Background: an optimization exercise with open tools, aiming at small area, a short achievable clock period and few clock cycles. Do not read the settings as production practice. No run shown here included a check of the RTL's function; only the layout flow was run.

==> flow/design.v, too long to show whole: its modules and the start of the top module <==
// module mmm_q: 183 lines
// module mmm_inv: 139 lines
// module mmm_bd: 16 lines
// module mmm_dreg: 7 lines
// module mmm_fa: 10 lines
// module mmm_ha: 9 lines
// module mmm_r2mm_2n: 8619 lines
module mmm_r2mm_2n
#(
    parameter K = 256
)
(
    input   wire            clk     ,
    input   wire            rst_n   ,
    input   wire [K-1  :0]  x       ,
    input   wire [K-1  :0]  y       ,
    input   wire [K-1  :0]  m       ,
    input   wire            req     ,
    output  wire [K-1  :0]  res     ,
    output  reg             val     
);
  // ...
==> flow/flow/run.sh <==
#!/bin/bash
set -uo pipefail
bash standard.sh SETUP_SLACK_MARGIN=22.5 MATCH_CELL_FOOTPRINT=0 \
  'BUFFER_PORTS_ARGS=-buffer_cell sky130_fd_sc_hd__buf_2' finish > standard_flow.log 2>&1
==> flow/standard.sh <==
#!/bin/bash
# synth_recipe.tcl (not shown) runs the flow's synth.tcl, then flattens the netlist and writes it again
# the make line also repeats each setting of config.mk as NAME=value (left out here)
make -C /OpenROAD-flow-scripts/flow DESIGN_CONFIG=/design/flow/config.mk WORK_HOME=/design/flow/orfs CLKGATE_MAP_FILE= SYNTH_SCRIPT=/design/flow/synth_recipe.tcl "${@:-finish}"
==> flow/config.mk <==
export PLATFORM = sky130hd
export DESIGN_NAME = mmm_r2mm_2n
export DESIGN_NICKNAME = mmm_r2mm_2n
export VERILOG_FILES = /design/flow/design.v
export SDC_FILE = /design/flow/constraint.sdc
export NUM_CORES = 8
export LEC_CHECK = 0
export CAP_MARGIN = 20
export CELL_PAD_IN_SITES_DETAIL_PLACEMENT = 1
export CORE_MARGIN = 2
export CORE_UTILIZATION = 62
export SETUP_SLACK_MARGIN = 2
export SLEW_MARGIN = 20
export SYNTH_HIERARCHICAL = 1
export SYNTH_MINIMUM_KEEP_SIZE = 0
export TNS_END_PERCENT = 25
==> flow/constraint.sdc <==
create_clock -name core_clock -period 30.0 [get_ports {clk}]
set_input_delay 6.0000 -clock core_clock [delete_from_list [all_inputs] [get_ports {clk}]]
set_output_delay 6.0000 -clock core_clock [all_outputs]
set_load 0.01 [all_outputs]
==> results.txt, run 1 <==
* Outcome: aborted with a tool error
* Failing step: 5_1_grt
* Error msg: [ERROR GRT-0116] Global routing finished with congestion. Check the congestion regions in the DRC Viewer.
* Number of instances resized during post-cts repair at ~220
* Gate Count Post-Synth at approximately 15000
* Post-CTS Hold Fix Bufs at 0
* Root buffer selected by CTS: sky130_fd_sc_hd__clkbuf_16
* Largest net degree at the start of global routing at around 200
* Clock buffer depth at 3
* Cell Area, Placed at roughly 0.15 mm²
* Synth warn at 10
* Placer congestion estimate at 1.07
* Initial Utilization at between 60 and 70%
* Die X at 494 µm
* I/O Buffers at about 1000
* Place WS at between 15 and 20 ns
* Placed cell count at roughly 18000
* Nets in the synthesized netlist at 19300
* Post-Syn Area at about 0.15 mm²
* Average instance area after synthesis at 9.98 µm²
* Number of buffers inserted to repair setup after CTS at 29
* DP Wirelength at 563000 µm
* Number of top-level pins at between 1000 and 1500
* Number of buffers added by the clock tree synthesis step at between 100 and 150
* Clk sinks at about 1200
* Die height at 494 µm
* Count of H-tree levels built during CTS at 4
* Placement row count at about 180
==> run 2, diff against run 1 <==
--- a/flow/design.v
+++ b/flow/design.v
@@ -315,32 +315,16 @@
     7'd124: begin inv = 8'd73; inv3 = 8'd219; end
     7'd125: begin inv = 8'd51; inv3 = 8'd153; end
     7'd126: begin inv = 8'd85; inv3 = 8'd255; end
     7'd127: begin inv = 8'd255; inv3 = 8'd253; end
     default: begin inv = 8'd0; inv3 = 8'd0; end
     endcase
 end
 endmodule
-module mmm_bd (
-    input  wire       clk,
-    input  wire [8:0] d,
-    output wire [3:0] one,
-    output wire [3:0] two,
-    output wire [3:0] neg
-);
-reg [8:0] e;
-always @(posedge clk) e <= d;
-genvar g;
-generate for (g = 0; g < 4; g = g + 1) begin : g_b
-    assign one[g] = e[2*g+1] ^ e[2*g];
-    assign two[g] = (e[2*g+2] & ~e[2*g+1] & ~e[2*g]) | (~e[2*g+2] & e[2*g+1] & e[2*g]);
-    assign neg[g] = e[2*g+2];
-end endgenerate
-endmodule
 module mmm_dreg #(parameter W = 8) (
     input  wire         clk,
     input  wire [W-1:0] d,
     output reg  [W-1:0] q
 );
 always @(posedge clk) q <= d;
 endmodule
 module mmm_fa (
@@ -378,17 +362,16 @@
 );
 localparam KD = 8;
 localparam SW = 265;
 reg  [255:0]  Yr, Mr;
 reg  [SW-1:0] Sr, Cr;
 reg           cinr;
 reg  [31:0]   sel;
 reg  [5:0]    cnt;
-reg           s32;
 wire [SW-1:0] ns, nc;
 wire ncin;
 wire idle  = (cnt == 6'd0);
 wire start = req & idle;
 wire it    = (cnt != 6'd0) && (cnt <= 6'd33);
 wire f1    = (cnt == 6'd34);
 wire f2    = (cnt == 6'd35);
 wire clr   = idle | f2;
@@ -400,76 +383,69 @@
 wire [KD-1:0] q_1;
 mmm_q u_q1 (.clk(clk), .clr(clr), .ns(ns[KD-1:0]), .nc(nc[KD-1:0]), .ncin(ncin), .inv(inv_t), .inv3(inv3_t), .q(q_1));
 integer i;
 reg [KD-1:0] xn, mn;
 always @* begin
     xn = {KD{1'b0}}; mn = {KD{1'b0}};
     for (i = 1; i < 32; i = i + 1) begin
         xn = xn | ({KD{sel[i]}} & x[i*KD +: KD]);
-        if (i < 31) mn = mn | ({KD{sel[i+1]}} & Mr[i*KD +: KD]);
-        else mn = mn | ({KD{s32}} & Mr[i*KD +: KD]);
+        mn = mn | ({KD{sel[i]}} & m[i*KD +: KD]);
     end
 end
-always @(posedge clk) s32 <= it & sel[31];
-reg [KD-1:0] xd;
+reg [KD-1:0] xd, md;
 reg          s255, bor, ptop;
-always @(posedge clk) begin xd <= xn; s255 <= x[255]; end
-wire [KD:0] dp = {1'b0, xd} - {1'b0, mn & {KD{s255}}} - {{KD{1'b0}}, bor};
+always @(posedge clk) begin xd <= xn; md <= mn; s255 <= x[255]; end
+wire [KD:0] dp = {1'b0, xd} - {1'b0, md & {KD{s255}}} - {{KD{1'b0}}, bor};
 wire [KD:0] d0 = {1'b0, x[KD-1:0]} - {1'b0, m[KD-1:0] & {KD{x[255]}}};
 wire [KD:0] dd = idle ? d0 : dp;
 wire [KD:0] be = {dd[KD-1:0], ~idle & ptop};
 always @(posedge clk) begin bor <= dd[KD]; ptop <= dd[KD-1]; end
+wire [3:0] b_one, b_two, b_neg;
+genvar gb;
+generate for (gb = 0; gb < 4; gb = gb + 1) begin : g_booth
+    assign b_one[gb] = be[2*gb+1] ^ be[2*gb];
+    assign b_two[gb] = (be[2*gb+2] & ~be[2*gb+1] & ~be[2*gb]) | (~be[2*gb+2] & be[2*gb+1] & be[2*gb]);
+    assign b_neg[gb] = be[2*gb+2];
+end endgenerate
 wire [3:0] bo_0, bt_0, bn_0;
-mmm_bd u_bd0 (.clk(clk), .d(be), .one(bo_0), .two(bt_0), .neg(bn_0));
+mmm_dreg #(.W(12)) u_bd0 (.clk(clk), .d({b_neg, b_two, b_one}), .q({bn_0, bt_0, bo_0}));
 wire [3:0] bo_1, bt_1, bn_1;
-mmm_bd u_bd1 (.clk(clk), .d(be), .one(bo_1), .two(bt_1), .neg(bn_1));
-wire [3:0] bo_2, bt_2, bn_2;
-mmm_bd u_bd2 (.clk(clk), .d(be), .one(bo_2), .two(bt_2), .neg(bn_2));
-wire [3:0] bo_3, bt_3, bn_3;
-mmm_bd u_bd3 (.clk(clk), .d(be), .one(bo_3), .two(bt_3), .neg(bn_3));
+mmm_dreg #(.W(12)) u_bd1 (.clk(clk), .d({b_neg, b_two, b_one}), .q({bn_1, bt_1, bo_1}));
 always @(posedge clk) begin
     if (start) sel <= {{29{1'b0}}, 3'b100};
     else if (it) sel <= {sel[30:0], 1'b0};
     else sel <= {{30{1'b0}}, 2'b10};
 end
 wire [2047:0] pq;
 genvar gj;
 generate for (gj = 0; gj < KD; gj = gj + 1) begin : g_pp
     assign pq[gj*256+0 +: 128] = ~({128{q_0[gj]}} & Mr[127:0]);
     assign pq[gj*256+128 +: 128] = ~({128{q_1[gj]}} & Mr[255:128]);
 end endgenerate
 wire [1027:0] px;
 wire [3:0] pxn, pxs;
 wire [256:0] y1 = {1'b0, Yr};
 wire [256:0] y2 = {Yr, 1'b0};
-assign px[63:0] = ~(({64{bo_0[0]}} & y1[63:0]) | ({64{bt_0[0]}} & y2[63:0])) ^ {64{bn_0[0]}};
-assign px[320:257] = ~(({64{bo_0[1]}} & y1[63:0]) | ({64{bt_0[1]}} & y2[63:0])) ^ {64{bn_0[1]}};
-assign px[577:514] = ~(({64{bo_0[2]}} & y1[63:0]) | ({64{bt_0[2]}} & y2[63:0])) ^ {64{bn_0[2]}};
-assign px[834:771] = ~(({64{bo_0[3]}} & y1[63:0]) | ({64{bt_0[3]}} & y2[63:0])) ^ {64{bn_0[3]}};
-assign px[127:64] = ~(({64{bo_1[0]}} & y1[127:64]) | ({64{bt_1[0]}} & y2[127:64])) ^ {64{bn_1[0]}};
-assign px[384:321] = ~(({64{bo_1[1]}} & y1[127:64]) | ({64{bt_1[1]}} & y2[127:64])) ^ {64{bn_1[1]}};
-assign px[641:578] = ~(({64{bo_1[2]}} & y1[127:64]) | ({64{bt_1[2]}} & y2[127:64])) ^ {64{bn_1[2]}};
-assign px[898:835] = ~(({64{bo_1[3]}} & y1[127:64]) | ({64{bt_1[3]}} & y2[127:64])) ^ {64{bn_1[3]}};
-assign px[191:128] = ~(({64{bo_2[0]}} & y1[191:128]) | ({64{bt_2[0]}} & y2[191:128])) ^ {64{bn_2[0]}};
-assign px[448:385] = ~(({64{bo_2[1]}} & y1[191:128]) | ({64{bt_2[1]}} & y2[191:128])) ^ {64{bn_2[1]}};
-assign px[705:642] = ~(({64{bo_2[2]}} & y1[191:128]) | ({64{bt_2[2]}} & y2[191:128])) ^ {64{bn_2[2]}};
-assign px[962:899] = ~(({64{bo_2[3]}} & y1[191:128]) | ({64{bt_2[3]}} & y2[191:128])) ^ {64{bn_2[3]}};
-assign px[256:192] = ~(({65{bo_3[0]}} & y1[256:192]) | ({65{bt_3[0]}} & y2[256:192])) ^ {65{bn_3[0]}};
-assign px[513:449] = ~(({65{bo_3[1]}} & y1[256:192]) | ({65{bt_3[1]}} & y2[256:192])) ^ {65{bn_3[1]}};
-assign px[770:706] = ~(({65{bo_3[2]}} & y1[256:192]) | ({65{bt_3[2]}} & y2[256:192])) ^ {65{bn_3[2]}};
-assign px[1027:963] = ~(({65{bo_3[3]}} & y1[256:192]) | ({65{bt_3[3]}} & y2[256:192])) ^ {65{bn_3[3]}};
+assign px[127:0] = ~(({128{bo_0[0]}} & y1[127:0]) | ({128{bt_0[0]}} & y2[127:0])) ^ {128{bn_0[0]}};
+assign px[384:257] = ~(({128{bo_0[1]}} & y1[127:0]) | ({128{bt_0[1]}} & y2[127:0])) ^ {128{bn_0[1]}};
+assign px[641:514] = ~(({128{bo_0[2]}} & y1[127:0]) | ({128{bt_0[2]}} & y2[127:0])) ^ {128{bn_0[2]}};
+assign px[898:771] = ~(({128{bo_0[3]}} & y1[127:0]) | ({128{bt_0[3]}} & y2[127:0])) ^ {128{bn_0[3]}};
+assign px[256:128] = ~(({129{bo_1[0]}} & y1[256:128]) | ({129{bt_1[0]}} & y2[256:128])) ^ {129{bn_1[0]}};
+assign px[513:385] = ~(({129{bo_1[1]}} & y1[256:128]) | ({129{bt_1[1]}} & y2[256:128])) ^ {129{bn_1[1]}};
+assign px[770:642] = ~(({129{bo_1[2]}} & y1[256:128]) | ({129{bt_1[2]}} & y2[256:128])) ^ {129{bn_1[2]}};
+assign px[1027:899] = ~(({129{bo_1[3]}} & y1[256:128]) | ({129{bt_1[3]}} & y2[256:128])) ^ {129{bn_1[3]}};
 assign pxn[0] = ~bn_0[0];
-assign pxs[0] = bn_3[0];
+assign pxs[0] = bn_1[0];
 assign pxn[1] = ~bn_0[1];
-assign pxs[1] = bn_3[1];
+assign pxs[1] = bn_1[1];
 assign pxn[2] = ~bn_0[2];
-assign pxs[2] = bn_3[2];
+assign pxs[2] = bn_1[2];
 assign pxn[3] = ~bn_0[3];
-assign pxs[3] = bn_3[3];
+assign pxs[3] = bn_1[3];
 wire t_s0, t_c0;
 mmm_fa u_t_s0 (.a(Sr[0]), .b(Cr[0]), .c(cinr), .s(t_s0), .co(t_c0));
 wire t_s1, t_c1;
 mmm_fa u_t_s1 (.a(Sr[1]), .b(Cr[1]), .c(t_c0), .s(t_s1), .co(t_c1));
 wire t_hs0 = ~(t_s1 ^ pq[1]);
 wire t_hc0 = t_s1 | pq[1];
 wire t_s2, t_c2;
 mmm_fa u_t_s2 (.a(Sr[2]), .b(Cr[2]), .c(t_c1), .s(t_s2), .co(t_c2));
@@ -555,49 +531,49 @@
 mmm_fa u_t_s36 (.a(t_c26), .b(t_s34), .c(t_s35), .s(t_s36), .co(t_c36));
 wire t_s37, t_c37;
 mmm_fa u_t_s37 (.a(t_c27), .b(t_s36), .c(t_c28), .s(t_s37), .co(t_c37));
 wire t_s38, t_c38;
 mmm_fa u_t_s38 (.a(Sr[9]), .b(Cr[9]), .c(px[1]), .s(t_s38), .co(t_c38));
 wire t_s39, t_c39;
 mmm_fa u_t_s39 (.a(t_c29), .b(t_s38), .c(t_c30), .s(t_s39), .co(t_c39));
 wire t_s40, t_c40;
-mmm_fa u_t_s40 (.a(t_s39), .b(pq[9]), .c(pq[264]), .s(t_s40), .co(t_c40));
+mmm_fa u_t_s40 (.a(pq[9]), .b(pq[264]), .c(pq[519]), .s(t_s40), .co(t_c40));
 wire t_s41, t_c41;
-mmm_fa u_t_s41 (.a(pq[519]), .b(pq[774]), .c(pq[1029]), .s(t_s41), .co(t_c41));
+mmm_fa u_t_s41 (.a(pq[774]), .b(pq[1029]), .c(pq[1284]), .s(t_s41), .co(t_c41));
 wire t_s42, t_c42;
-mmm_fa u_t_s42 (.a(pq[1284]), .b(pq[1539]), .c(pq[1794]), .s(t_s42), .co(t_c42));
+mmm_fa u_t_s42 (.a(pq[1539]), .b(pq[1794]), .c(t_s39), .s(t_s42), .co(t_c42));
 wire t_s43, t_c43;
 mmm_fa u_t_s43 (.a(t_c31), .b(t_c32), .c(t_c33), .s(t_s43), .co(t_c43));
 wire t_s44, t_c44;
 mmm_fa u_t_s44 (.a(t_s40), .b(t_s41), .c(t_s42), .s(t_s44), .co(t_c44));
 wire t_s45, t_c45;
 mmm_fa u_t_s45 (.a(t_c34), .b(t_c35), .c(t_s43), .s(t_s45), .co(t_c45));
 wire t_s46, t_c46;
 mmm_fa u_t_s46 (.a(t_s44), .b(t_c36), .c(t_s45), .s(t_s46), .co(t_c46));
 wire t_s47, t_c47;
 mmm_fa u_t_s47 (.a(Sr[10]), .b(Cr[10]), .c(px[2]), .s(t_s47), .co(t_c47));
 wire t_s48, t_c48;
 mmm_fa u_t_s48 (.a(px[257]), .b(pxn[1]), .c(t_c38), .s(t_s48), .co(t_c48));
 wire t_s49, t_c49;
-mmm_fa u_t_s49 (.a(t_s47), .b(t_s48), .c(t_c39), .s(t_s49), .co(t_c49));
+mmm_fa u_t_s49 (.a(t_s47), .b(t_s48), .c(pq[10]), .s(t_s49), .co(t_c49));
 wire t_s50, t_c50;
-mmm_fa u_t_s50 (.a(pq[10]), .b(pq[265]), .c(pq[520]), .s(t_s50), .co(t_c50));
+mmm_fa u_t_s50 (.a(pq[265]), .b(pq[520]), .c(pq[775]), .s(t_s50), .co(t_c50));
 wire t_s51, t_c51;
-mmm_fa u_t_s51 (.a(pq[775]), .b(pq[1030]), .c(pq[1285]), .s(t_s51), .co(t_c51));
+mmm_fa u_t_s51 (.a(pq[1030]), .b(pq[1285]), .c(pq[1540]), .s(t_s51), .co(t_c51));
 wire t_s52, t_c52;
-mmm_fa u_t_s52 (.a(pq[1540]), .b(pq[1795]), .c(t_s49), .s(t_s52), .co(t_c52));
+mmm_fa u_t_s52 (.a(pq[1795]), .b(t_c39), .c(t_c40), .s(t_s52), .co(t_c52));
 wire t_s53, t_c53;
-mmm_fa u_t_s53 (.a(t_c40), .b(t_c41), .c(t_c42), .s(t_s53), .co(t_c53));
+mmm_fa u_t_s53 (.a(t_c41), .b(t_s49), .c(t_s50), .s(t_s53), .co(t_c53));
 wire t_s54, t_c54;
-mmm_fa u_t_s54 (.a(t_s50), .b(t_s51), .c(t_s52), .s(t_s54), .co(t_c54));
+mmm_fa u_t_s54 (.a(t_s51), .b(t_c42), .c(t_c43), .s(t_s54), .co(t_c54));
 wire t_s55, t_c55;
-mmm_fa u_t_s55 (.a(t_c43), .b(t_c44), .c(t_s53), .s(t_s55), .co(t_c55));
+mmm_fa u_t_s55 (.a(t_s52), .b(t_s53), .c(t_c44), .s(t_s55), .co(t_c55));
 wire t_s56, t_c56;
-mmm_fa u_t_s56 (.a(t_s54), .b(t_c45), .c(t_s55), .s(t_s56), .co(t_c56));
+mmm_fa u_t_s56 (.a(t_c45), .b(t_s54), .c(t_s55), .s(t_s56), .co(t_c56));
 wire t_s57, t_c57;
 mmm_fa u_t_s57 (.a(Sr[11]), .b(Cr[11]), .c(px[3]), .s(t_s57), .co(t_c57));
 wire t_s58, t_c58;
 mmm_fa u_t_s58 (.a(px[258]), .b(t_c47), .c(t_s57), .s(t_s58), .co(t_c58));
 wire t_s59, t_c59;
 mmm_fa u_t_s59 (.a(t_c48), .b(t_s58), .c(pq[11]), .s(t_s59), .co(t_c59));
 wire t_s60, t_c60;
 mmm_fa u_t_s60 (.a(pq[266]), .b(pq[521]), .c(pq[776]), .s(t_s60), .co(t_c60));
@@ -607,17 +583,17 @@
 mmm_fa u_t_s62 (.a(pq[1796]), .b(t_c49), .c(t_c50), .s(t_s62), .co(t_c62));
 wire t_s63, t_c63;
 mmm_fa u_t_s63 (.a(t_c51), .b(t_s59), .c(t_s60), .s(t_s63), .co(t_c63));
 wire t_s64, t_c64;
 mmm_fa u_t_s64 (.a(t_s61), .b(t_c52), .c(t_c53), .s(t_s64), .co(t_c64));
 wire t_s65, t_c65;
 mmm_fa u_t_s65 (.a(t_s62), .b(t_s63), .c(t_c54), .s(t_s65), .co(t_c65));
 wire t_s66, t_c66;
-mmm_fa u_t_s66 (.a(t_c55), .b(t_s64), .c(t_s65), .s(t_s66), .co(t_c66));
+mmm_fa u_t_s66 (.a(t_s64), .b(t_c55), .c(t_s65), .s(t_s66), .co(t_c66));
 wire t_s67, t_c67;
 mmm_fa u_t_s67 (.a(Sr[12]), .b(Cr[12]), .c(px[4]), .s(t_s67), .co(t_c67));
 wire t_s68, t_c68;
 mmm_fa u_t_s68 (.a(px[259]), .b(px[514]), .c(pxn[2]), .s(t_s68), .co(t_c68));
 wire t_s69, t_c69;
 mmm_fa u_t_s69 (.a(t_c57), .b(t_s67), .c(t_s68), .s(t_s69), .co(t_c69));
 wire t_s70, t_c70;
 mmm_fa u_t_s70 (.a(t_c58), .b(t_s69), .c(pq[12]), .s(t_s70), .co(t_c70));
==> flow/config.mk (replaced) <==
export PLATFORM = sky130hd
export DESIGN_NAME = mmm_r2mm_2n
export DESIGN_NICKNAME = mmm_r2mm_2n
export VERILOG_FILES = /design/flow/design.v
export SDC_FILE = /design/flow/constraint.sdc
export NUM_CORES = 8
export LEC_CHECK = 0
export CAP_MARGIN = 20
export CELL_PAD_IN_SITES_DETAIL_PLACEMENT = 1
export CORE_MARGIN = 2
export CORE_UTILIZATION = 55
export SETUP_SLACK_MARGIN = 2
export SLEW_MARGIN = 20
export SYNTH_HIERARCHICAL = 1
export SYNTH_MINIMUM_KEEP_SIZE = 0
export TNS_END_PERCENT = 5
==> results.txt, run 2 <==
* Final period utilization at between 20% and 30%
* Highest Clock Rate at between 100 and 150 MHz
* Number of antenna violations at the first check in global routing at between 150 and 200
* Nets in the synthesized netlist at 19200 (-0.088%)
* Critical path launch point type: input pin
* DP Wirelength at 554000 µm (-1.6%)
* Worst hold path type: reg2reg
* Initial Utilization at 55.3% (-7.1 points)
* Placeable core region at about 0.27 mm²
* First-pass GRT wire length at ~1100000 µm
* TritonCTS clock tree: yes
* Gr usage total at between 50% and 60%
* Min Tclk post-route at ~8.0 ns
* Gate Count Post-Synth at 14900 (-0.11%)
* Ratio of cells with drive above 1 in the final layout at between 10% and 20%
* Data required time at the worst endpoint at between 30 and 40 ns
* Kind of end point of the critical path: flop
* DR vias/cell at approximately 7.1
* CP Data Arrival Time at 8.63 ns
* Residual antenna-violating net count after detailed routing at 0
* Area of the die at about 0.27 mm²
* Via count of the routed design at 134000
* Critical Path Fanout Max at 3
* Source of the critical timing path: m[223]
* Number of top-level pins at 1028 (unchanged)
* Final-report max-slew violation count at 0
* Placer congestion estimate at 1.08 (+0.99%)
* Grt ovf at 0
* Average instance area after synthesis at 9.96 µm² (-0.25%)
* Reg2reg end: Cr[74]
* Reg2reg start: u_q0.sr[0]
* Register-to-register path setup slack at 22.20 ns
* Skew-Pair Late Insertion Delay at around 0.95 ns
* Final number of setup-violating endpoints at 0
* I/O Buffers at 1027 (unchanged)
* Wirelength per Cell at slightly above 40 µm
* Unrepaired setup endpoints after global routing: yes
* Drt total wl at 756000 µm
* Number of cells on the worst reg-to-reg path at 16
* Outcome: timing/DRC/antenna clean
* Start-to-end type of the worst setup path: in2reg
* Number of buffers added by the clock tree synthesis step at 162 (+8.7%)
* Root buffer selected by CTS: sky130_fd_sc_hd__clkbuf_16
* Worst relative slew slack at under 10%
* Most common cell after layout, fill and taps aside: sky130_fd_sc_hd__nand2_1
* Final Hold Vio Count at 0
* Skew final at 0.0700 ns
* Net count of the finished layout at 19200
* Largest net degree at the start of global routing at between 150 and 200
* Max-capacitance violation count at 0
* Clock transition at the registers of the reported paths at around 0.060 ns
* CP Capture Point: md[7]
* Die X at 523 µm (+5.9%)
* Fraction of the core area covered by cells at the end of the flow at between 60% and 70%
* Most used cells in the layout excluding fill and tap cells: sky130_fd_sc_hd__nand2_1, sky130_fd_sc_hd__fa_1, sky130_fd_sc_hd__a22oi_1
* Via count of the first global-routing pass at ~140k
* Post-Syn Area at 0.148 mm² (-0.37%)
* Area Overhead vs Synth at 9.37%
* First-pass DRT Iterations at 10
* Registers with the highest flip-flop counts: Cr: 265 flops, Sr: 265 flops
* Post-detailed-route DRC marker count at 0
* Count of H-tree levels built during CTS at 4 (unchanged)
* Clk sinks at 1188 (-0.42%)
* Placement row count at 190 (+6.1%)
* Setup TNS at 0 ns
* Count of routing violations after the opening detailed-route iteration at between 15000 and 20000
* Measured slew at the worst slew-check pin at ~1.4 ns
* Synth warn at 10 (unchanged)
* Clock buffer depth at 4 (+1)
* Die height at 523 µm (+5.9%)
[run 2: stage by stage]
step	hold slack [ns]	instances	setup WS (ns)	area [µm²]
finish	0.537	18700	22.05	162000
CTS	0.531	18500	22.31	161000
floorplan	0.467	14900	22.08	148000
detailed placement	0.504	18100	16.87	154000
global route	0.551	18600	22.21	162000
global placement	0.489	18100	17.55	154000
[run 2: what timing repair did]
item / in CTS / in global routing
setup endpoints to repair: 857 / 958
hold buffers: 0 / 0
pin swaps: 16 / 28
gates resized for setup: 314 / 72
gates cloned: 30 / 7
buffers inserted: 30 / 23
[run 2: area by class of cell]
type                            instances  area (µm²)
Inverter                              105         417
Antenna cell                          238         596
Multi-Input combinational cell      12100      119000
Timing Repair Buffer                 1291        8080
Sequential cell                      1188       24200
Tap cell                             3552        4440
Clock buffer                          214        4620
Clock inverter                         76        1070
Fill cell                           28800      106000
[run 2: how the worst min path moves through the flow]
stage	to	slack (ns)	start	cells after the start
after floorplan	cnt[4]	0.47	cnt[4]	1
after global placement	cnt[4]	0.49	cnt[4]	1
after detailed placement	cnt[4]	0.50	cnt[4]	1
after CTS	sel[16]	0.53	sel[15]	1
after global routing	sel[16]	0.55	sel[15]	1
final	sel[16]	0.54	sel[15]	1
[run 2: per-layer routing]
layer / GRT usage, % / vias up / share of wire (%)
met5: 1.59 / - / 0.063
met4: 48.8 / 64 / 11
met3: 26.8 / 3975 / 15
met2: 75.9 / 12700 / 41
met1: 62.8 / 68300 / 32
li1: - / 48600 / -
[run 2: critical path, stage by stage]
cell and delay (ns):
sky130_fd_sc_hd__buf_2 0.20, sky130_fd_sc_hd__a22oi_1 0.98, sky130_fd_sc_hd__nand3_1 0.57, sky130_fd_sc_hd__or4_1 0.87
==> run 3, diff against run 2 <==
--- a/flow/config.mk
+++ b/flow/config.mk
@@ -15,2 +15,2 @@
 export SYNTH_MINIMUM_KEEP_SIZE = 0
-export TNS_END_PERCENT = 5
+export TNS_END_PERCENT = 25
==> results.txt, run 3 <==
* Clock transition at the registers of the reported paths at 0.07 ns (about the same)
* DP Wirelength at 548000 µm (-1.2%)
* Critical Path Fanout Max at 2 (-1)
* Reg2reg start: cnt[3]
* Most common cell after layout, fill and taps aside: sky130_fd_sc_hd__nand2_1
* Placer congestion estimate at 1.08 (about the same)
* Start-to-end type of the worst setup path: in2reg
* Via count of the first global-routing pass at 138000 (-1.9%)
* Final standard cell count with taps included and fillers excluded at 18800 (+0.0053%)
* Critical Path Slowest Stage Cell: sky130_fd_sc_hd__a22oi_1
* Worst hold path type: reg2reg
* Number of antenna violations at the first check in global routing at 192 (+4.9%)
* Layer carrying the most global-route usage: met2
* I/O Buffers at 1027 (unchanged)
* First-pass DRT Iterations at 7 (-3)
* Placement row count at 190 (unchanged)
* Critical path launch point type: input pin
* Post-Syn Area at 0.148 mm² (unchanged)
* Register-to-register path setup slack at 22.37 ns (+0.17 ns)
* Min Tclk post-route at 7.85 ns (-0.104 ns)
* Skew-Pair Late Insertion Delay at 0.93 ns (-0.02 ns)
* Registers with the highest flip-flop counts: Cr: 265 flops, Sr: 265 flops
* Data required time at the worst endpoint at 30.73 ns (+0.05 ns)
* Largest net degree at the start of global routing at 165 (+6.5%)
* Area of the die at 0.274 mm² (unchanged)
* Number of top-level pins at 1028 (unchanged)
* Average instance area after synthesis at 9.96 µm² (unchanged)
* GR Layer Usage met2 at 74.6% (-1.3 points)
* Placeable core region at 0.268 mm² (unchanged)
* Met1 routing resource usage after global routing at 62.6% (-0.22 points)
* Launch point of the worst hold path: sel[10]
* Ratio of cells with drive above 1 in the final layout at 14.0% (-0.027 points)
* Clock buffer depth at 4 (unchanged)
* Max-capacitance violation count at 0 (unchanged)
* Placed cell count at 18100 (-0.011%)
* Post-CTS Hold Fix Bufs at 0 (unchanged)
* Final Hold Vio Count at 0 (unchanged)
* Grt ovf at 0 (unchanged)
* Drt total wl at 743000 µm (-1.8%)
* Post-detailed-route DRC marker count at 0 (unchanged)
* Die height at 523 µm (unchanged)
* Gr usage total at 53.7% (-1.3 points)
* Delay-heaviest family, CP: simple AND/OR/NAND/NOR gates
* Worst path cell trace: buf_2, a22oi_1, nand4_1, or4_1
* DR vias/cell at 7.03 (-1.4%)
* Count of H-tree levels built during CTS at 4 (unchanged)
* Outcome: timing/DRC/antenna clean
* Number of buffers added by the clock tree synthesis step at 164 (+1.2%)
* Residual antenna-violating net count after detailed routing at 0 (unchanged)
* Count of routing violations after the opening detailed-route iteration at 17500 (-3.5%)
* Highest Clock Rate at 127 MHz (+1.3%)
* Die X at 523 µm (unchanged)
* Final period utilization at 26.2% (-0.35 points)
* TritonCTS clock tree: yes
* Skew final at 0.0638 ns (-0.00621 ns)
* Gate Count Post-Synth at 14900 (unchanged)
* Wirelength per Cell at 39.6 µm (-1.8%)
* CP Data Arrival Time at 8.58 ns (-0.05 ns)
* Final-report max-slew violation count at 0 (unchanged)
* Worst relative slew slack at 5.73% (-0.93 points)
* Unrepaired setup endpoints after global routing: yes
* First-pass GRT wire length at 1040000 µm (-2.2%)
* Setup TNS at 0 ns (unchanged)
* Nets in the synthesized netlist at 19200 (unchanged)
* Area Overhead vs Synth at 9.52%
* Worst-case hold slack at 0.524 ns (-0.0136 ns)
* Via count of the routed design at 132000 (-1.4%)
* Met3 global-route usage at 25.1% (-1.7 points)
* Delay of the slowest cell on the worst path at 1.08 ns (+0.10 ns)
* Measured slew at the worst slew-check pin at 1.41 ns (+0.0139 ns)
* Kind of end point of the critical path: flop
* Worst Path Buf+Inv at 1 (unchanged)
* Initial Utilization at 55.3% (unchanged)
* Synth warn at 10 (unchanged)
* Final number of setup-violating endpoints at 0 (unchanged)
* Net count of the finished layout at 19200 (+0.021%)
* Source of the critical timing path: m[87]
* Clk sinks at 1188 (unchanged)
* Root buffer selected by CTS: sky130_fd_sc_hd__clkbuf_16
* Most used cells in the layout excluding fill and tap cells: sky130_fd_sc_hd__nand2_1, sky130_fd_sc_hd__fa_1, sky130_fd_sc_hd__a22oi_1
## run 3: layer usage
layer | up-vias | routed length, µm
met5 | - | 574
met4 | 68 | 78100
met3 | 3323 | 108000
met2 | 12000 | 310000
met1 | 67800 | 246000
li1 | 48600 | -
## run 3: stage by stage
step                      utilization (%)  area, µm²  setup slack, ns
after detailed placement             57.3     154000            17.74
final                                60.6     162000            22.15
after global routing                 60.5     162000            22.30
after floorplan                         -     148000            22.08
after global placement               57.3     153000            18.24
after CTS                            60.0     161000            22.32
## run 3: path summary, 6_finish.rpt
path,end,cells past startpoint
worst max-delay path,md[7],4
max in group asynchronous,cnt[0],1
worst min-delay path,sel[11],1
worst min register to register,sel[11],1
min in group asynchronous,cnt[4],1
worst max register to register,Yr[108],31
## run 3: area by class of cell
class | instances | area, µm²
multi-input combinational | 12100 | 119000
fill | 29000 | 106000
sequential | 1188 | 24200
timing repair buffer | 1295 | 8320
clock buffer | 212 | 4570
tap | 3552 | 4440
clock inverter | 83 | 1070
antenna | 232 | 581
inverter | 105 | 417
## run 3: worst register-to-register path, delay by kind of cell (launching register included)
family	cells	cell delay, ns
compound gates	8	2.47
xor+xnor	2	0.36
fa+ha+maj	2	0.80
buf+inv	9	1.76
flops	1	0.44
simple gates	10	1.66
## run 3: repair_timing
item,in CTS,in global routing
pin swaps,10,24
cloned,25,17
setup buffers,26,24
resized for setup,335,93
endpoints found under the setup margin,983,987
==> run 4, diff against run 3 <==
--- a/flow/config.mk
+++ b/flow/config.mk
@@ -11,2 +11,3 @@
 export CORE_UTILIZATION = 55
+export GPL_TIMING_DRIVEN = 0
 export SETUP_SLACK_MARGIN = 2
@@ -15,2 +16,2 @@
 export SYNTH_MINIMUM_KEEP_SIZE = 0
-export TNS_END_PERCENT = 25
+export TNS_END_PERCENT = 5
==> results.txt, run 4 <==
* Outcome: timing/DRC/antenna clean
* Count of H-tree levels built during CTS at 4 (unchanged)
* Nets in the synthesized netlist at 19200 (unchanged)
* Reg2reg start: cnt[4]
* Final period utilization at 27.1% (+0.90 points)
* First-pass GRT wire length at 1130000 µm (+9.1%)
* Reg2reg end: Yr[129]
* Number of antenna violations at the first check in global routing at 235 (+22%)
* Wirelength per Cell at 41.0 µm (+3.5%)
* Clk sinks at 1188 (unchanged)
* Final Hold Vio Count at 0 (unchanged)
* Gate Count Post-Synth at 14900 (unchanged)
* CP Data Arrival Time at 8.95 ns (+0.37 ns)
* Filler instances at 29600 (+1.9%)
* Net count of the finished layout at 20600 (+7.2%)
* I/O Buffers at 1027 (unchanged)
* Clock buffer depth at 4 (unchanged)
* Die height at 523 µm (unchanged)
* Area taken by flip-flops and latches at 0.0238 mm² (-1.6%)
* Root buffer selected by CTS: sky130_fd_sc_hd__clkbuf_16
* Worst relative slew slack at 7.82% (+2.1 points)
* Gr usage total at 59.8% (+6.1 points)
* Area Overhead vs Synth at 13.5%
* Post-Syn Area at 0.148 mm² (unchanged)
* Worst path cell trace: buf_2, a22oi_1, nand3_1, or4_1
* Largest net degree at the start of global routing at 21 (-87%)
* Measured slew at the worst slew-check pin at 1.38 ns (-0.0314 ns)
* Drt total wl at 828000 µm (+12%)
* CP Capture Point: xd[2]
* Unrepaired setup endpoints after global routing: yes
* Critical path launch point type: input pin
* Placer congestion estimate at 1.09 (+0.91%)
* Post-detailed-route DRC marker count at 0 (unchanged)
* Final-report max-slew violation count at 0 (unchanged)
* Kind of end point of the critical path: flop
* Ratio of cells with drive above 1 in the final layout at 13.4% (-0.60 points)
* Critical Path Slowest Stage Cell: sky130_fd_sc_hd__nand3_1
* PnR worst setup slack at 21.88 ns (-0.271 ns)
* Critical Path Fanout Max at 3 (+1)
* Placeable core region at 0.268 mm² (unchanged)
* DP Wirelength at 647000 µm (+18%)
* Source of the critical timing path: x[50]
* Area of the multi-input gates at 0.119 mm² (+0.17%)
* Number of instances on the worst hold path at 1 (unchanged)
* DR vias/cell at 7.04 (+0.13%)
* Skew-Pair Late Insertion Delay at 0.98 ns (+0.05 ns)
* Register-to-register path setup slack at 22.14 ns (-0.23 ns)
* Number of buffers added by the clock tree synthesis step at 163 (-0.61%)
* Via count of the routed design at 142000 (+7.9%)
* Number of top-level pins at 1028 (unchanged)
* First-pass DRT Iterations at 10 (+3)
* Synth warn at 10 (unchanged)
* Data required time at the worst endpoint at 30.83 ns (+0.10 ns)
* Initial Utilization at 55.3% (unchanged)
* Clock transition at the registers of the reported paths at 0.07 ns (about the same)
* Average instance area after synthesis at 9.96 µm² (unchanged)
* Via count of the first global-routing pass at 147000 (+6.4%)
* Worst-case hold slack at 0.532 ns (+0.00866 ns)
* Delay of the slowest cell on the worst path at 1.07 ns (about the same)
* Setup TNS at 0 ns (unchanged)
* Skew final at 0.0659 ns (+0.00218 ns)
* Final number of setup-violating endpoints at 0 (unchanged)
* Highest Clock Rate at 123 MHz (-3.3%)
* Most common cell after layout, fill and taps aside: sky130_fd_sc_hd__nand2_1
* Residual antenna-violating net count after detailed routing at 0 (unchanged)
* Max-capacitance violation count at 0 (unchanged)
* Most used cells in the layout excluding fill and tap cells: sky130_fd_sc_hd__nand2_1, sky130_fd_sc_hd__fa_1, sky130_fd_sc_hd__dfxtp_1
* Area of the die at 0.274 mm² (unchanged)
* Place WS at 17.45 ns (-0.284 ns)
* Grt ovf at 0 (unchanged)
* Start-to-end type of the worst setup path: in2reg
* Placement row count at 190 (unchanged)
* TritonCTS clock tree: yes
* Min Tclk post-route at 8.12 ns (+0.271 ns)
* Number of cells on the worst reg-to-reg path at 32 (+3.2%)
* Worst hold path type: reg2reg
* Count of routing violations after the opening detailed-route iteration at 20600 (+18%)
* Registers with the highest flip-flop counts: Cr: 265 flops, Sr: 265 flops
* Die X at 523 µm (unchanged)
* Post-CTS Hold Fix Bufs at 0 (unchanged)
## run 4: worst min path at each step
stage / startpoint / slack (ns) / endpoint
detailed placement: cnt[3] / 0.51 / cnt[3]
CTS: cnt[3] / 0.53 / cnt[3]
global placement: cnt[4] / 0.49 / cnt[4]
floorplan: cnt[4] / 0.47 / cnt[4]
finish: cnt[3] / 0.53 / cnt[3]
global route: cnt[3] / 0.55 / cnt[3]
## run 4: per-stage QoR
| stage | cells | area, µm² | util [%] |
|---|---|---|---|
| after global routing | 20000 | 168000 | 62.6 |
| after detailed placement | 19600 | 160000 | 59.7 |
| final | 20200 | 168000 | 62.8 |
| after global placement | 19500 | 158000 | 58.9 |
| after CTS | 19900 | 167000 | 62.2 |
| after floorplan | 14900 | 148000 | - |
## run 4: area by class of cell
class	instances	area share, %
Multi-Input combinational cell	12100	70.7
Sequential cell	1188	14.2
Timing Repair Buffer	1162	4.54
Buffer	1519	4.00
Clock buffer	212	2.70
Tap cell	3552	2.64
Clock inverter	73	0.548
Antenna cell	313	0.466
Inverter	105	0.240
## run 4: layer usage
| metal | global-route usage, % | vias to the layer above | wire length [µm] |
|---|---|---|---|
| li1 | - | 51500 | - |
| met1 | 64.3 | 71300 | 255000 |
| met2 | 81.0 | 14500 | 331000 |
| met3 | 33.3 | 4729 | 135000 |
| met4 | 59.0 | 74 | 105000 |
| met5 | 3.47 | - | 1030 |
## run 4: timing repair
item | in CTS | in global routing
buffers inserted | 18 | 20
pin swaps | 19 | 29
resized for setup | 418 | 243
setup endpoints to repair | 801 | 881
gates cloned | 0 | 3
## run 4: critical path, delay by kind of cell
family,cells,cell delay [ns]
AO/OA/AOI/OAI,1,0.97
buffers and inverters,1,0.12
AND/OR/NAND/NOR,2,1.85
==> run 5, diff against run 4 <==
--- a/flow/config.mk
+++ b/flow/config.mk
@@ -11,3 +11,2 @@
 export CORE_UTILIZATION = 55
-export GPL_TIMING_DRIVEN = 0
 export SETUP_SLACK_MARGIN = 2
@@ -16,2 +15,2 @@
 export SYNTH_MINIMUM_KEEP_SIZE = 0
-export TNS_END_PERCENT = 5
+export TNS_END_PERCENT = 60
==> results.txt, run 5 <==
* Max-capacitance violation count at 0 (unchanged)
* Post-Syn Area at 0.148 mm² (unchanged)
* Clock transition at the registers of the reported paths at 0.07 ns (about the same)
* Most common cell after layout, fill and taps aside: sky130_fd_sc_hd__nand2_1
* Unrepaired setup endpoints after global routing: yes
* PnR worst setup slack at 22.25 ns (+0.368 ns)
* First-pass DRT Iterations at 9 (-1)
* First-pass GRT wire length at 1030000 µm (-8.6%)
* Via count of the routed design at 130000 (-8.5%)
* Final Hold Vio Count at 0 (unchanged)
* Average instance area after synthesis at 9.96 µm² (unchanged)
* Gr usage total at 53.4% (-6.4 points)
* Number of top-level pins at 1028 (unchanged)
* Drt total wl at 734000 µm (-11%)
* Setup TNS at 0 ns (unchanged)
* Wirelength per Cell at 39.2 µm (-4.3%)
* Area of the die at 0.274 mm² (unchanged)
* Placed cell count at 18100 (-7.3%)
* Data required time at the worst endpoint at 30.73 ns (-0.10 ns)
* Net count of the finished layout at 19200 (-6.7%)
* Number of buffers added by the clock tree synthesis step at 167 (+2.5%)
* Post-CTS Hold Fix Bufs at 0 (unchanged)
* Number of instances on the worst hold path at 1 (unchanged)
* Critical Path Slowest Stage Cell: sky130_fd_sc_hd__a21oi_1
* Initial Utilization at 55.3% (unchanged)
* DP Wirelength at 550000 µm (-15%)
* Die height at 523 µm (unchanged)
* Outcome: timing/DRC/antenna clean
* CP Data Arrival Time at 8.48 ns (-0.47 ns)
* Delay of the slowest cell on the worst path at 0.51 ns (-0.56 ns)
* Place WS at 17.52 ns (+0.0713 ns)
* Most used cells in the layout excluding fill and tap cells: sky130_fd_sc_hd__nand2_1, sky130_fd_sc_hd__fa_1, sky130_fd_sc_hd__a22oi_1
* Post-detailed-route DRC marker count at 0 (unchanged)
* Residual antenna-violating net count after detailed routing at 0 (unchanged)
* Final period utilization at 25.8% (-1.2 points)
* Ratio of cells with drive above 1 in the final layout at 14.4% (+0.98 points)
* Nets in the synthesized netlist at 19200 (unchanged)
* Count of routing violations after the opening detailed-route iteration at 17200 (-17%)
* Critical Path Fanout Max at 29 (+26)
* Gate Count Post-Synth at 14900 (unchanged)
* DR vias/cell at 6.96 (-1.1%)
* Placement row count at 190 (unchanged)
* Worst hold path type: reg2reg
* Registers with the highest flip-flop counts: Cr: 265 flops, Sr: 265 flops
* Critical path launch point type: flop
* Final design area excluding fillers at 0.162 mm² (-3.6%)
* Top cell by count, worst path: sky130_fd_sc_hd__buf_4
* Final standard cell count with taps included and fillers excluded at 18700 (-7.4%)
* Fraction of the core area covered by cells at the end of the flow at 60.5% (-2.3 points)
* Clock buffer depth at 4 (unchanged)
* Area Overhead vs Synth at 9.36%
* TritonCTS clock tree: yes
* Highest Clock Rate at 129 MHz (+4.7%)
* Skew-Pair Late Insertion Delay at 0.90 ns (-0.08 ns)
* Measured slew at the worst slew-check pin at 1.38 ns (-0.000314 ns)
* Largest net degree at the start of global routing at 144 (+590%)
* Kind of end point of the critical path: flop
* Min Tclk post-route at 7.75 ns (-0.368 ns)
* Via count of the first global-routing pass at 139000 (-5.7%)
* Cell Area, Placed at 0.154 mm² (-4.0%)
* Placeable core region at 0.268 mm² (unchanged)
* Final-report max-slew violation count at 0 (unchanged)
* Worst relative slew slack at 7.84% (+0.021 points)
* Worst-case hold slack at 0.574 ns (+0.0413 ns)
* Final number of setup-violating endpoints at 0 (unchanged)
* I/O Buffers at 1027 (unchanged)
* Skew final at 0.0631 ns (-0.00282 ns)
* Synth warn at 10 (unchanged)
* Clk sinks at 1188 (unchanged)
* Grt ovf at 0 (unchanged)
* Die X at 523 µm (unchanged)
* Number of antenna violations at the first check in global routing at 169 (-28%)
* Number of cells on the worst reg-to-reg path at 30 (-6.3%)
* Count of H-tree levels built during CTS at 4 (unchanged)
* Start-to-end type of the worst setup path: reg2reg
* Placer congestion estimate at 1.08 (-1.0%)
* Root buffer selected by CTS: sky130_fd_sc_hd__clkbuf_16
## run 5: final timing paths
check,start,end,slack [ns]
setup / recovery,cnt[2],Yr[243],22.25
hold / removal,cnt[4],cnt[4],0.57
setup reg to reg,cnt[2],Yr[243],22.25
hold reg to reg,cnt[4],cnt[4],0.57
min in group asynchronous,rst_n,cnt[0],5.00
max in group asynchronous,rst_n,cnt[5],24.75
## run 5: area by class of cell
| cell class | instances | area, µm² |
|---|---|---|
| clock buffer | 219 | 4690 |
| inverter | 105 | 418 |
| tap | 3552 | 4440 |
| antenna | 185 | 463 |
| multi-input combinational | 12100 | 119000 |
| sequential | 1188 | 24400 |
| fill | 28900 | 106000 |
| clock inverter | 71 | 875 |
| timing repair buffer | 1299 | 8110 |
## run 5: timing repair
item                                    CTS  global route
buffers inserted                         25            43
cloned                                   13             5
resized for setup                       343           178
endpoints found under the setup margin  952           866
pin swaps                                10            23
## run 5: per-layer routing
| layer | global-route usage [%] | wire length (µm) |
|---|---|---|
| met2 | 74.4 | 306000 |
| met5 | 2.44 | 885 |
| met4 | 44.6 | 74300 |
| met1 | 62.4 | 244000 |
| met3 | 24.6 | 109000 |
## run 5: worst max-delay path: cells and delay by family, from the launching register on
family | cells | cell delay, ns
AND/OR/NAND/NOR | 7 | 1.42
AO/OA/AOI/OAI | 10 | 2.50
buffers and inverters | 9 | 1.86
XOR/XNOR | 2 | 0.43
adder cells (fa/ha/maj) | 2 | 0.79
flip-flops | 1 | 0.45

port drivers added, routing unchanged:
The flow's constraints put no driver on any port. The routed layouts listed below were extracted and timed again, unchanged, in two steps.
Step 1: set_driving_cell puts a clkbuf_16 on clk and a buf_2 on each other input, an assumption about the parent block.
Step 2 also shifts input and output timing later by t, the mid clock arrival at the registers, as if the neighbouring blocks saw the same clock.
a / b / c = ideal / step 1 / step 2; a / b = the first two.
run | t, ns | setup slack, ns | slew at the worst register clock pin (ns) | cell pins on the clock port's net
run 2 | 1.037 | 22.047 / 22.116 / 21.107 | 0.08 / 0.08 | 1
run 3 | 1.023 | 22.150 / 22.140 / 21.217 | 0.07 / 0.07 | 1
run 4 | 1.067 | 21.879 / 21.977 / 20.910 | 0.08 / 0.08 | 1
run 5 | 0.994 | 22.247 / 22.221 / 21.348 | 0.07 / 0.07 | 1
After both steps every run listed still meets setup and hold. The setup slack of run 4, which loses most, moves by +0.098 ns with the drivers and by -0.969 ns with both steps.
